Background: an optimization exercise with open tools, aiming at small area. Do not read the settings as production practice.
In this exercise RTL edits were held to simulation tests only and were not proved equivalent to the original.
No activity file was given, so power comes from the tool's default toggle rates.

$ cat flow/run.sh
#!/bin/bash
# synth_recipe.tcl (not shown) runs the flow's synth.tcl, then flattens the netlist and writes it again
# the make line also repeats each setting of config.mk as NAME=value (left out here)
make -C /OpenROAD-flow-scripts/flow DESIGN_CONFIG=/design/flow/config.mk WORK_HOME=/design/flow/orfs CLKGATE_MAP_FILE= SYNTH_SCRIPT=/design/flow/synth_recipe.tcl finish
$ cat flow/config.mk
export PLATFORM = sky130hd
export DESIGN_NAME = mips_exu
export DESIGN_NICKNAME = mips_exu
export VERILOG_FILES = /design/flow/design.v
export SDC_FILE = /design/flow/constraint.sdc
export NUM_CORES = 4
export LEC_CHECK = 0
export CAP_MARGIN = 20
export CELL_PAD_IN_SITES_DETAIL_PLACEMENT = 2
export CELL_PAD_IN_SITES_GLOBAL_PLACEMENT = 4
export CORE_MARGIN = 2
export CORE_UTILIZATION = 25
export PLACE_DENSITY = 0.3
export SLEW_MARGIN = 20
$ cat flow/constraint.sdc
create_clock -name core_clock -period 12.0 [get_ports {clk}]
set_input_delay 2.4000 -clock core_clock [delete_from_list [all_inputs] [get_ports {clk}]]
set_output_delay 2.4000 -clock core_clock [all_outputs]
set_load 0.01 [all_outputs]
$ cat flow/design.v
module register_file(
    Clk  ,
	rst_n,
    WEN  ,
    RW   ,
    busW ,
    RX   ,
    RY   ,
    busX ,
    busY
);
    input        Clk, rst_n, WEN;
    input  [4:0] RW, RX, RY;
    input  [31:0] busW;
    output reg[31:0] busX, busY;
    integer i;
    reg[31:0] register[0:31];
	always@(*)begin
		busX = register[RX];
		busY = register[RY];
	end	
	always@(posedge Clk or negedge rst_n) begin
		if(!rst_n)
			for(i=0;i<=31;i=i+1)
				register[i]<=0;		
		else if(WEN)
			register[RW]<=busW;
	end
endmodule
module control(
	op ,
	func ,
	RegDst ,
	Jump ,
	JR ,
	JAL,
	Branch ,
	MemRead ,
	MemtoReg ,
	ALUOp ,
	MemWrite ,
	ALUSrc ,
	RegWrite
);
	input  [5:0] op; 
	input  [5:0] func; 
	output RegDst,Jump,JR,JAL,Branch,MemRead,MemtoReg,MemWrite,ALUSrc,RegWrite;
	output [3:0] ALUOp;
	assign RegDst  = (op==6'd0)   ? 1:0;
	assign Jump    = (op==6'd2 || op==6'd3)   ? 1:0;
	assign JR	   = (op==6'd0 && func==6'd8) ? 1:0;
	assign JAL     = (op==6'd3)   ? 1:0;
	assign Branch  = (op==6'd4)   ? 1:0;
	assign MemRead = (op==6'd35)  ? 1:0;
	assign MemtoReg= (op==6'd35)  ? 1:0;
	assign ALUOp   = (op==6'd4)   ? 4'd1: 
					 (op==6'd0)   ? 4'd2: 
					 (op==6'd8)   ? 4'd3: 
					 (op==6'd10)  ? 4'd4: 
					 (op==6'd12)  ? 4'd5: 
					 (op==6'd13)  ? 4'd6: 
					 (op==6'd14)  ? 4'd7: 
					 (op==6'd35)  ? 4'd0: 
					 (op==6'd43)  ? 4'd0: 
									  0 ;
	assign MemWrite= (op==6'd43)  ? 1:0;
	assign ALUSrc  = (op==6'd35 || op==6'd43)  ? 1:0;
	assign RegWrite= (op==6'd4  || op==6'd43)  ? 0:1;  
endmodule
module alu_control(
	func ,
	ALUOp,
	out
);
	input  [5:0] func;
	input  [3:0] ALUOp; 
	output reg [3:0] out;
	always@(*)begin
		case(ALUOp)
			4'd0:	out = 4'd2; 
			4'd1:   out = 4'd6; 
			4'd2:	out = (func==6'd0 )? 4'd3: 
						  (func==6'd2 )? 4'd4: 
						  (func==6'd3 )? 4'd5: 
						  (func==6'd27)? 4'd12: 
						  (func==6'd32)? 4'd2: 
						  (func==6'd34)? 4'd6: 
						  (func==6'd36)? 4'd0: 
						  (func==6'd37)? 4'd1: 
						  (func==6'd40)? 4'd13: 
						  (func==6'd42)? 4'd7: 
							               0;
			4'd3:	out = 4'b0010; 
			4'd4:	out = 4'b0111; 
			4'd5:	out = 4'b0000; 
			4'd6:	out = 4'b0001; 
			4'd7:	out = 4'b1101; 
			default: out = 4'd0;
		endcase
	end
endmodule
module alu(
    ctrl,
    x,
    y,
	shamt, 
    zero,
    out  
);
    input  [3:0] ctrl;
    input  [31:0] x;
    input  [31:0] y;
	input  [4:0] shamt;
    output        zero;
    output [31:0] out;
    wire   [31:0] add,sub;
	wire   [31:0] negy;
	wire   [31:0] sll,sra,srl;
	assign add  	= x+y;
	assign negy 	= ~y+32'd1;
	assign sub  	= x+negy;
	assign zero 	= (x==y)?1:0;
	assign sll  	= y<<shamt;
	assign srl      = y>>shamt;
	assign sra      = y>>>shamt;
	assign out  	= (ctrl==4'd0) 		 ? x&y        :
					  (ctrl==4'd1) 		 ? x|y        :
				      (ctrl==4'd2) 		 ? add[31:0]  :
					  (ctrl==4'd3)       ? sll        :
					  (ctrl==4'd4)       ? srl        :
					  (ctrl==4'd5)       ? sra        :
				      (ctrl==4'd6)  	 ? sub[31:0]  :
				      (ctrl==4'd7 && x<y)? 1          :
				      (ctrl==4'd12)    	 ? ~(x|y)     :
				      (ctrl==4'd13)      ? x^y        :
						       			   0	      ;	
endmodule
module mips_exu (
	input         clk,
	input         rst_n,
	input         in_valid,
	input  [31:0] in_instr,
	output reg        res_valid,
	output reg [31:0] res_data,
	output reg        res_zero
);
	wire [5:0] op     = in_instr[31:26];
	wire [4:0] rs     = in_instr[25:21];
	wire [4:0] rt     = in_instr[20:16];
	wire [4:0] rd     = in_instr[15:11];
	wire [4:0] shamt  = in_instr[10:6];
	wire [5:0] func   = in_instr[5:0];
	wire [15:0] imm   = in_instr[15:0];
	wire RegDst, Jump, JR, JAL, Branch, MemRead, MemtoReg, MemWrite, ALUSrc, RegWrite;
	wire [3:0] ALUOp;
	wire [3:0] alu_ctrl;
	control u_ctrl(
		.op(op), .func(func),
		.RegDst(RegDst), .Jump(Jump), .JR(JR), .JAL(JAL), .Branch(Branch),
		.MemRead(MemRead), .MemtoReg(MemtoReg), .ALUOp(ALUOp),
		.MemWrite(MemWrite), .ALUSrc(ALUSrc), .RegWrite(RegWrite)
	);
	alu_control u_aluctrl(.func(func), .ALUOp(ALUOp), .out(alu_ctrl));
	wire imm_sext  = (op==6'd8) || (op==6'd10) || (op==6'd35) || (op==6'd43);
	wire imm_zext  = (op==6'd12) || (op==6'd13) || (op==6'd14);
	wire use_imm   = ALUSrc || imm_sext || imm_zext;
	wire [31:0] imm_ext = imm_zext ? {16'd0, imm} : {{16{imm[15]}}, imm};
	wire alu_write = (op==6'd0) || (op==6'd8) || (op==6'd10) || imm_zext;
	wire wen       = in_valid && RegWrite && alu_write;
	wire [4:0] wreg = RegDst ? rd : rt;
	wire [31:0] busX, busY;
	wire [31:0] alu_y = use_imm ? imm_ext : busY;
	wire [31:0] alu_out;
	wire        alu_zero;
	register_file u_rf(
		.Clk(clk), .rst_n(rst_n), .WEN(wen), .RW(wreg), .busW(alu_out),
		.RX(rs), .RY(rt), .busX(busX), .busY(busY)
	);
	alu u_alu(
		.ctrl(alu_ctrl), .x(busX), .y(alu_y), .shamt(shamt),
		.zero(alu_zero), .out(alu_out)
	);
	always @(posedge clk or negedge rst_n) begin
		if (!rst_n)
			res_valid <= 1'b0;
		else
			res_valid <= in_valid;
	end
	always @(posedge clk) begin
		if (in_valid) begin
			res_data <= alu_out;
			res_zero <= alu_zero;
		end
	end
endmodule
==> results.ini, run 1 <==
[placement]
hpwlAfterDp_mm = 354
dpl.cell_count = 10300
dp_slack_ns = 0.669
io_buffer_count = 68
routabilityCongestion = 0.938
place_area_um2 = 70600

[worst_setup_path]
arrival_ns = 11.36
crit_path_start_kind = primary input
worstSetupPathType = primary input to flop
cp-end-kind = flop
cp_max_fo = 33
cp.required_ns = 12.68
reg2reg_depth = 19

[synthesis]
synthDistinctLibCells = 106
synth-edff-count = 33
synthArstFlopShare_pct = 96.9
synth_top_cell_area_share_pct = 40.4
seq_area_frac_synth_pct = 41.9
synth_ff_type = dfrtp_1
ys_ff_latch = 1058
synth_top_area_cell = dfrtp_1
synth_warnings = 4
synth_area_leaders = dfrtp_1, mux2_2, a22oi_1
syn_inst = 7122
syn-cell-area_um2 = 63500
avgSynthCellArea_um2 = 8.92

[global_route]
antenna_found_initial = 73
grt_pass1_vias = 67300
grt-ovfl-total = 0
grt_pass1_wl_mm = 668
grt_max_degree = 151
grt_usage_pct = 38.3

[pwr]
ir_drop_mv = 0.156
sequentialPowerShare_pct = 37.5
power_density_nw_per_um2 = 137
power.internal_mw = 6.92
sw_frac_of_total_pct = 33.1
pwr-share-comb_pct = 16.8
power.leakage_nw = 32.8
power_switching_mw = 3.43
clkPwrFrac_pct = 45.7

[cts]
postCtsSetupRepairBufs = 0
cts_hold_buf = 0
cts_tree = yes
clock_latency_ns = 0.85
numClockSinks = 1058
cts_made_buffers = 142
cts.clk_slew.worst_paths_ns = 0.06
htreeDepth = 4
cts_resized = 0
cts-root-buf = clkbuf_16
cts_buffer_depth = 3

[timing]
post-route-min-period_ns = 10.68
rsz0062_at_grt = false
layout_setup_ws_ns = 1.32
drv_slew = 0
slew_headroom_pct = 16.8
hold_viol_final = 0
finalSetupViolCount = 0
clock_skew_ns = 0.0657
max_freq_mhz = 93.7
tightest_slew_ns = 1.25
fin_crit_sh_pct = 89.0

[drt]
post_drt_wl_per_cell_um = 47.6
drc = 0
vias = 67600
drtIter0Drc = 8411
ant_nets = 0
wirelength_mm = 505
viasPerCell = 6.36
drtPass1Iterations = 6

[status]
outcome = timing/DRC/antenna clean

[final_layout]
n_fill_cell = 28000
fin_nets = 7244
fin_area_um2 = 75800
syn_to_final_growth_pct = 19.3
finalNonFillerCells = 10600
drive_above_1_share_pct = 18.3

[floorplanning]
dieHeight_um = 508
start_util_pct = 25.1
core-area_um2 = 253000
num_io_pins = 69
dieArea_um2 = 258000
die_width_um = 508
row_count = 185

[flow_run]
drv_cap = 0

[worst_hold_path]
hold_class = flop to flop
hold_path_depth = 2

-- power by group through the flow --
stage	Sequential, mW	Combinational, mW	Clock (mW)
floorplan	3.86	0.733	0
global placement	3.94	1.68	0
detailed placement	3.94	1.69	0
CTS	3.88	1.70	4.81
global route	3.89	1.79	4.94
finish	3.88	1.73	4.73
-- through the flow --
| stage | util [%] | total power [mW] | TNS [ns] | hold slack [ns] |
|---|---|---|---|---|
| finish | 29.9 | 10.3 | 0 | 0.507 |
| global route | 29.9 | 10.6 | 0 | 0.537 |
| CTS | 29.9 | 10.4 | 0 | 0.503 |
| detailed placement | 27.9 | 5.63 | 0 | 0.489 |
| global placement | 27.8 | 5.62 | -2.00 | 0.477 |
| floorplan | - | 4.60 | 0 | 0.460 |
-- cells by family after synthesis --
logic type               after synthesis  synth area share (%)
AO/OA/AOI/OAI                       2294                  24.4
XOR/XNOR                              36                 0.496
adder cells (fa/ha/maj)               96                  1.91
buffers and inverters                797                  5.05
flip-flops                          1058                  41.9
multiplexers                         435                  8.10
AND/OR/NAND/NOR                     2406                  18.1
-- final cells by class --
class	count	area [µm²]	area share, %
Multi-Input combinational cell	5267	34800	45.9
Sequential cell	1058	26600	35.2
Timing Repair Buffer	503	4450	5.87
Tap cell	3366	4210	5.56
Clock buffer	199	4060	5.36
Clock inverter	66	1040	1.38
Inverter	141	531	0.700
Antenna cell	20	50.0	0.0661
-- cell usage in the layout, fill, tap and decap left out, types with 26 or more instances in the layout --
cell | netlist | routed
a2111oi_0 | 84 | 82
a211oi_1 | 60 | 52
a21oi_1 | 339 | 336
a221oi_1 | 126 | 126
a22o_1 | 108 | 107
a22oi_1 | 445 | 445
a41oi_1 | 35 | 35
and3_1 | 283 | 281
buf_12 | 0 | 40
buf_4 | 9 | 398
clkbuf_1 | 528 | 28
clkbuf_16 | 0 | 142
clkbuf_8 | 0 | 29
clkdlybuf4s50_1 | 0 | 58
dfrtp_1 | 1025 | 1025
edfxtp_1 | 33 | 33
ha_1 | 94 | 94
inv_1 | 133 | 132
mux2_2 | 343 | 343
mux2i_1 | 62 | 62
mux4_2 | 29 | 29
nand2_1 | 867 | 844
nand3_1 | 258 | 257
nand3b_1 | 37 | 37
nand4_1 | 117 | 117
nor2_1 | 486 | 398
nor2_2 | 5 | 26
nor2_4 | 1 | 68
nor3_1 | 81 | 69
nor4_1 | 69 | 65
o211ai_1 | 42 | 42
o21ai_0 | 644 | 633
o21ai_1 | 20 | 26
o21bai_1 | 26 | 26
o22ai_1 | 31 | 31
o31ai_1 | 48 | 46
or3_1 | 28 | 28
or4_1 | 29 | 29
xnor2_1 | 32 | 32
-- worst paths after layout --
kind	slack [ns]	start	endpoint
max in group asynchronous	8.03	rst_n	u_rf.register[8][14]
setup / recovery	1.32	in_instr[22]	u_rf.register[13][24]
setup reg to reg	4.40	u_rf.register[10][13]	u_rf.register[13][24]
min in group asynchronous	1.57	rst_n	u_rf.register[6][2]
hold reg to reg	0.51	u_rf.register[0][30]	u_rf.register[0][30]
hold / removal	0.51	u_rf.register[0][30]	u_rf.register[0][30]
-- cells in the mapped netlist (73+ instances only) --
library cell	count
nor2_1	486
a221oi_1	126
a22oi_1	445
clkbuf_1	528
buf_2	73
nand3_1	258
inv_1	133
a22o_1	108
a21oi_1	339
o21ai_0	644
a2111oi_0	84
ha_1	94
mux2_2	343
nand4_1	117
nor3_1	81
dfrtp_1	1025
and3_1	283
nand2_1	867
-- metal layers --
metal	part of all wire, %	wire, µm	vias to the layer above	global-route usage, %
met5	0.040	203	-	0
met4	5.5	27700	30	18.0
met3	7.1	35700	939	6.78
met2	43	216000	3332	56.9
met1	45	226000	36700	53.6
li1	-	-	26600	-
-- flip-flops by register name, indices dropped and copies added, names as in the netlist --
| register | count |
|---|---|
| u_rf.register | 1024 |
| res_data | 32 |
| res_valid | 1 |
| res_zero | 1 |
-- worst max-delay path, stage by stage --
cell and delay, ns:
clkdlybuf4s50_1 0.83, nand2_1 0.67, nor2_4 0.75, buf_4 0.68
a22oi_1 0.17, nand3_1 0.17, or4_1 0.35, o21ai_0 0.48
inv_1 0.21, ha_1 0.39, inv_1 0.20, a21oi_1 0.29
o31ai_1 0.13, a21oi_1 0.19, o21bai_1 0.17, nor3_1 0.27
o21ai_0 0.35, a221oi_2 0.36, buf_4 0.19, xnor2_1 0.11
a2111oi_1 0.90, a311o_2 0.72, o21ai_0 0.23
==> run 2: changes to the inputs <==
==> flow/design.v (replaced) <==
module exu_alu(
	input  [5:0]  op,
	input  [5:0]  func,
	input  [4:0]  shamt,
	input  [31:0] x,
	input  [31:0] y,
	output reg [31:0] out,
	output        zero
);
	wire op_r = (op == 6'd0);
	wire f_sll = op_r && func == 6'd0;
	wire f_srl = op_r && (func == 6'd2 || func == 6'd3);
	wire f_nor = op_r && func == 6'd27;
	wire f_add = op_r ? func == 6'd32 :
	             !(op == 6'd4 || op == 6'd10 || op == 6'd12 || op == 6'd13 || op == 6'd14);
	wire f_sub = op_r ? func == 6'd34 : op == 6'd4;
	wire f_or  = op_r ? func == 6'd37 : op == 6'd13;
	wire f_xor = op_r ? func == 6'd40 : op == 6'd14;
	wire f_slt = op_r ? func == 6'd42 : op == 6'd10;
	wire        neg = f_sub || f_slt;
	wire [32:0] sum = {1'b0, x} + {1'b0, y ^ {32{neg}}} + {32'd0, neg};
	wire        ltu = !sum[32];
	assign zero = (x == y);
	always @(*) begin
		if (f_add || f_sub)
			out = sum[31:0];
		else if (f_slt)
			out = {31'd0, ltu};
		else if (f_sll)
			out = y << shamt;
		else if (f_srl)
			out = y >> shamt;
		else if (f_nor)
			out = ~(x | y);
		else if (f_or)
			out = x | y;
		else if (f_xor)
			out = x ^ y;
		else
			out = x & y;
	end
endmodule
module exu_aoi222(
	input  a1, b1, a2, b2, a3, b3,
	output y
);
	assign y = ~((a1 & b1) | (a2 & b2) | (a3 & b3));
endmodule
module exu_rdbit(
	input  [32:0] d,
	input  [32:0] sel,
	output        q
);
	wire [10:0] n;
	genvar g;
	generate
		for (g = 0; g < 11; g = g + 1) begin : g_aoi
			exu_aoi222 u_aoi(
				.a1(sel[3*g]), .b1(d[3*g]), .a2(sel[3*g+1]), .b2(d[3*g+1]),
				.a3(sel[3*g+2]), .b3(d[3*g+2]), .y(n[g])
			);
		end
	endgenerate
	assign q = ~&n;
endmodule
module mips_exu (
	input         clk,
	input         rst_n,
	input         in_valid,
	input  [31:0] in_instr,
	output reg        res_valid,
	output reg [31:0] res_data,
	output reg        res_zero
);
	wire [5:0]  op    = in_instr[31:26];
	wire [4:0]  rs    = in_instr[25:21];
	wire [4:0]  rt    = in_instr[20:16];
	wire [4:0]  rd    = in_instr[15:11];
	wire [4:0]  shamt = in_instr[10:6];
	wire [5:0]  func  = in_instr[5:0];
	wire [15:0] imm   = in_instr[15:0];
	wire op_r    = (op == 6'd0);
	wire imm_sext = (op == 6'd8) || (op == 6'd10) || (op == 6'd35) || (op == 6'd43);
	wire imm_zext = (op == 6'd12) || (op == 6'd13) || (op == 6'd14);
	wire use_imm  = imm_sext || imm_zext;
	wire writes   = op_r || (op == 6'd8) || (op == 6'd10) || imm_zext;
	wire wen      = in_valid && writes;
	wire [4:0] wreg = op_r ? rd : rt;
	wire [31:0] imm_ext = {{16{imm[15] & ~imm_zext}}, imm};
	reg  [31:0] regs [0:31];
	reg  [31:0] valid;
	wire [31:0] alu_out;
	wire [31:0] busX, busY;
	wire [31:0] selX = valid & (32'd1 << rs);
	wire [31:0] selY = valid & (32'd1 << rt) & {32{!use_imm}};
	genvar g;
	generate
		for (g = 0; g < 32; g = g + 1) begin : g_rd
			wire [32:0] col;
			genvar k;
			for (k = 0; k < 32; k = k + 1) begin : g_col
				assign col[k] = regs[k][g];
			end
			assign col[32] = 1'b0;
			exu_rdbit u_rx(.d(col), .sel({1'b0, selX}), .q(busX[g]));
			exu_rdbit u_ry(.d({imm_ext[g], col[31:0]}), .sel({use_imm, selY}), .q(busY[g]));
		end
	endgenerate
	generate
		for (g = 0; g < 32; g = g + 1) begin : g_reg
			wire we = wen && (wreg == g);
			always @(posedge clk)
				if (we) regs[g] <= alu_out;
			always @(posedge clk or negedge rst_n)
				if (!rst_n)
					valid[g] <= 1'b0;
				else if (we)
					valid[g] <= 1'b1;
		end
	endgenerate
	wire alu_zero;
	exu_alu u_alu(
		.op(op), .func(func), .shamt(shamt), .x(busX), .y(busY),
		.out(alu_out), .zero(alu_zero)
	);
	always @(posedge clk or negedge rst_n) begin
		if (!rst_n)
			res_valid <= 1'b0;
		else
			res_valid <= in_valid;
	end
	always @(posedge clk) begin
		res_data <= alu_out;
		res_zero <= alu_zero;
	end
endmodule
==> flow/config.mk (replaced) <==
export PLATFORM = sky130hd
export DESIGN_NAME = mips_exu
export DESIGN_NICKNAME = mips_exu
export VERILOG_FILES = /design/flow/design.v
export SDC_FILE = /design/flow/constraint.sdc
export NUM_CORES = 4
export LEC_CHECK = 0
export CAP_MARGIN = 20
export CORE_MARGIN = 2
export CORE_UTILIZATION = 50
export PLACE_DENSITY = 0.6
export SLEW_MARGIN = 20
export SYNTH_HIERARCHICAL = 1
export SYNTH_MINIMUM_KEEP_SIZE = 0
==> results.ini, run 2 <==
[final_layout]
multi_input_area_um2 = 18700  ; was 34800 µm²
syn_to_final_growth_pct = 15.6  ; was 19.3%
drive_above_1_share_pct = 15.5  ; was 18.3%
seq_area_um2 = 32200  ; was 26600 µm²
n_fill_cell = 8018  ; was 28000
largest_register_ff_count = 1024  ; unchanged
layout_top_registers = regs (1024), res_data (32), valid (32)  ; was u_rf.register (1024), res_data (32)
layout_commonest_cell = edfxtp_1  ; was dfrtp_1
top_register = regs  ; was u_rf.register
fin_nets = 3873  ; was 7244
mostFrequentLayoutCells = edfxtp_1, a222oi_1, buf_4  ; was dfrtp_1, nand2_1, o21ai_0

[placement]
hpwlAfterDp_mm = 148  ; was 354 mm
routabilityCongestion = 1.09  ; was 0.938
dp_slack_ns = 1.31  ; was 0.669 ns
io_buffer_count = 68  ; unchanged

[timing]
clock_skew_ns = 0.0360  ; was 0.0657 ns
drv_slew = 0  ; unchanged
tightest_slew_ns = 1.20  ; was 1.25 ns
tns_ns = 0  ; unchanged
post-route-min-period_ns = 10.40  ; was 10.68 ns
max_freq_mhz = 96.1  ; was 93.7 MHz
finalSetupViolCount = 0  ; unchanged
fin_crit_sh_pct = 86.7  ; was 89.0%
rsz0062_at_grt = false  ; unchanged
layout_setup_ws_ns = 1.60  ; was 1.32 ns
slew_headroom_pct = 19.1  ; was 16.8%
hold_viol_final = 0  ; unchanged

[cts]
htreeDepth = 3  ; was 4
clock_latency_ns = 0.75  ; was 0.85 ns
cts_hold_buf = 0  ; unchanged
cts-root-buf = clkbuf_16  ; unchanged
cts_tree = yes  ; unchanged
cts.clk_slew.worst_paths_ns = 0.07  ; was 0.06 ns
cts_buffer_depth = 3  ; unchanged
cts_resized = 0  ; unchanged
numClockSinks = 1090  ; was 1058
cts_made_buffers = 109  ; was 142
postCtsSetupRepairBufs = 0  ; unchanged

[worst_setup_path]
rr_startpoint = valid[27]  ; was u_rf.register[10][13]
crit_top_cell = buf_4  ; was o21ai_0
cp_max_fo = 32  ; was 33
slowest_delay_ns = 0.76  ; was 0.90 ns
crit_path_start_kind = primary input  ; unchanged
worstSetupPathType = primary input to flop  ; unchanged
crit_chain = clkdlybuf4s50_1 > nand2b_1 > a211o_1 > a21oi_4 > buf_4 > nor4_2 > buf_4 > a222oi_1 > nand4_1 > or3_1 > buf_4 > inv_1 > xnor2_1 > ha_1 > a21o_1 > a2111oi_0 > o221ai_1 > a41oi_4 > o31ai_1 > xnor2_1 > o22ai_2 > buf_4  ; was clkdlybuf4s50_1 > nand2_1 > nor2_4 > buf_4 > a22oi_1 > nand3_1 > or4_1 > o21ai_0 > inv_1 > ha_1 > inv_1 > a21oi_1 > o31ai_1 > a21oi_1 > o21bai_1 > nor3_1 > o21ai_0 > a221oi_2 > buf_4 > xnor2_1 > a2111oi_1 > a311o_2 > o21ai_0
cp.required_ns = 12.50  ; was 12.68 ns
startpoint = in_instr[27]  ; was in_instr[22]
path_buf_inv = 6  ; was 5
critPathTopFamily = compound AO/OA/AOI/OAI gates  ; unchanged
arrival_ns = 10.90  ; was 11.36 ns
cp-end-kind = flop  ; unchanged
cp_slowest_cell = or3_1  ; was a2111oi_1

[synthesis]
synth_most_common_cell = edfxtp_1  ; was dfrtp_1
synth_area_leaders = edfxtp_1, a222oi_1, mux4_2  ; was dfrtp_1, mux2_2, a22oi_1
avgSynthCellArea_um2 = 14.8  ; was 8.92 µm²
ys_ff_latch = 1090  ; was 1058
syn_inst = 3431  ; was 7122
synth_top_cell_area_share_pct = 60.4  ; was 40.4%
synth-edff-count = 1024  ; was 33
synthDistinctLibCells = 92  ; was 106
synth_ff_type = edfxtp_1  ; was dfrtp_1
syn-cell-area_um2 = 50900  ; was 63500 µm²
synth_warnings = 9  ; was 4
synthArstFlopShare_pct = 3.03  ; was 96.9%
synth_top_area_cell = edfxtp_1  ; was dfrtp_1
seq_area_frac_synth_pct = 63.3  ; was 41.9%
synth_commonest_cells = edfxtp_1, a222oi_1, nand4_1  ; was dfrtp_1, nand2_1, o21ai_0

[floorplanning]
num_io_pins = 69  ; unchanged
dieArea_um2 = 104000  ; was 258000 µm²
dieHeight_um = 323  ; was 508 µm
start_util_pct = 50.2  ; was 25.1%
die_width_um = 323  ; was 508 µm
core-area_um2 = 101000  ; was 253000 µm²
row_count = 117  ; was 185

[drt]
drtIter0Drc = 10600  ; was 8411
viasPerCell = 8.04  ; was 6.36
ant_nets = 0  ; unchanged
drc = 0  ; unchanged
wirelength_mm = 233  ; was 505 mm
drtPass1Iterations = 14  ; was 6
post_drt_wl_per_cell_um = 44.5  ; was 47.6 µm
vias = 42100  ; was 67600

[global_route]
grt_max_degree = 60  ; was 151
grt-ovfl-total = 0  ; unchanged
grt_usage_pct = 43.9  ; was 38.3%
grt_pass1_wl_mm = 315  ; was 668 mm
antenna_found_initial = 50  ; was 73
grt_pass1_vias = 39000  ; was 67300

[pwr]
power_density_nw_per_um2 = 178  ; was 137 nW/µm²
ir_drop_mv = 0.139  ; was 0.156 mV
power.leakage_nw = 19.5  ; was 32.8 nW

[worst_hold_path]
hold_class = flop to flop  ; unchanged
hold_start = valid[17]  ; was u_rf.register[0][30]

[flow_run]
drv_cap = 0  ; unchanged

[status]
outcome = timing/DRC/antenna clean  ; unchanged

run 2: worst register-to-register path, delay by kind of cell (launching register included):
kind	cells	cell delay [ns]
and+or+nand+nor	4	1.65
adders and majority gates	1	0.23
AOI/OAI and AO/OA	7	2.68
xor gates and xnor gates	2	0.30
DFF	1	0.39
buffers and inverters	4	1.18
run 2: final timing paths:
path	endpoint	depth (start not counted)	slack, ns
max	regs[6][17]	22	1.60
min in group asynchronous	valid[5]	1	1.87
max in group asynchronous	valid[28]	1	9.46
max reg2reg	regs[6][17]	18	5.30
min	valid[17]	2	0.50
min reg2reg	valid[17]	2	0.50
run 2: per-layer routing:
layer  wire [µm]  up-vias  global-route usage (%)
li1            -    16400                       -
met1       76400    20700                    54.7
met2       98700     4067                    63.4
met3       38400      852                    16.8
met4       18900       36                    29.7
met5         256        -                       0
run 2: modules after synthesis (local to each module, per instance):
| module | cells inside | flip-flops and latches |
|---|---|---|
| exu_alu | 1098 | 0 |
| exu_aoi222 | 1 | 0 |
| exu_rdbit | 4 | 0 |
| mips_exu | 1373 | 1090 |
run 2: cell type report:
class / count / area share [%]
clock inverters: 55 / 1.18
inverters: 105 / 0.669
repair buffers: 241 / 3.37
well taps: 1368 / 2.91
clock buffers: 153 / 5.22
flip-flops and latches: 1090 / 54.8
diodes: 26 / 0.111
multi-input cells: 2195 / 31.8
run 2: cell families (layout without fill, tap and decap cells):
group	Yosys count	after routing	synth area share, %
buf+inv	209	554	1.72
other cells	1	90	0.00737
simple gates	728	728	7.79
compound gates	1097	1097	19.4
xor+xnor	51	51	0.877
mux	159	159	4.56
fa+ha+maj	96	96	2.37
flops	1090	1090	63.3
run 2: per-stage QoR:
step           power, mW  instances  hold slack [ns]  utilization [%]  area (µm²)
5_1_grt             10.7       5208            0.508             58.0       58800
6_report            10.5       5233            0.495             58.0       58900
4_1_cts             10.4       5206            0.491             57.9       58800
3_3_place_gp        6.86       4998            0.464             54.2       55000
3_5_place_dp        6.90       4998            0.474             54.2       55000
2_1_floorplan       5.75       3494            0.441                -       51200
run 2: where the power goes:
group | total (mW) | switching, mW | internal [mW]
Sequential | 4.73 | 0.0223 | 4.71
Combinational | 2.19 | 1.64 | 0.551
Clock | 3.57 | 1.51 | 2.06

## static timing again, ports no longer ideal
In the flow no input, the clock included, has a driving cell. The finished layouts below were timed again as built, in two steps. Step 1 sets driving cells, clkbuf_16 on the clock port and buf_2 on the other inputs (assumed; they add their load-dependent delay and slew). Step 2 moves the port delays by t, midway between the first and last clock arrival at a register: inputs arrive t later, outputs are due t later. That takes back most of the time a late clock gives input paths. a / b / c = no drivers / after step 1 / after step 2; a / b = the first two.
| run | shift t [ns] | setup WS [ns] | slew at the worst register clock pin (ns) | worst data-port slew with drivers (ns) |
|---|---|---|---|---|
| run 1 | 0.920 | 1.323 / 1.400 / 0.479 | 0.08 / 0.08 | 0.05 |
| run 2 | 0.810 | 1.595 / 1.651 / 0.841 | 0.07 / 0.07 | 0.09 |
After both steps setup and hold are still met in every run listed. The setup slack of run 1, which loses most, moves by +0.077 ns with the drivers and by -0.844 ns with both steps.
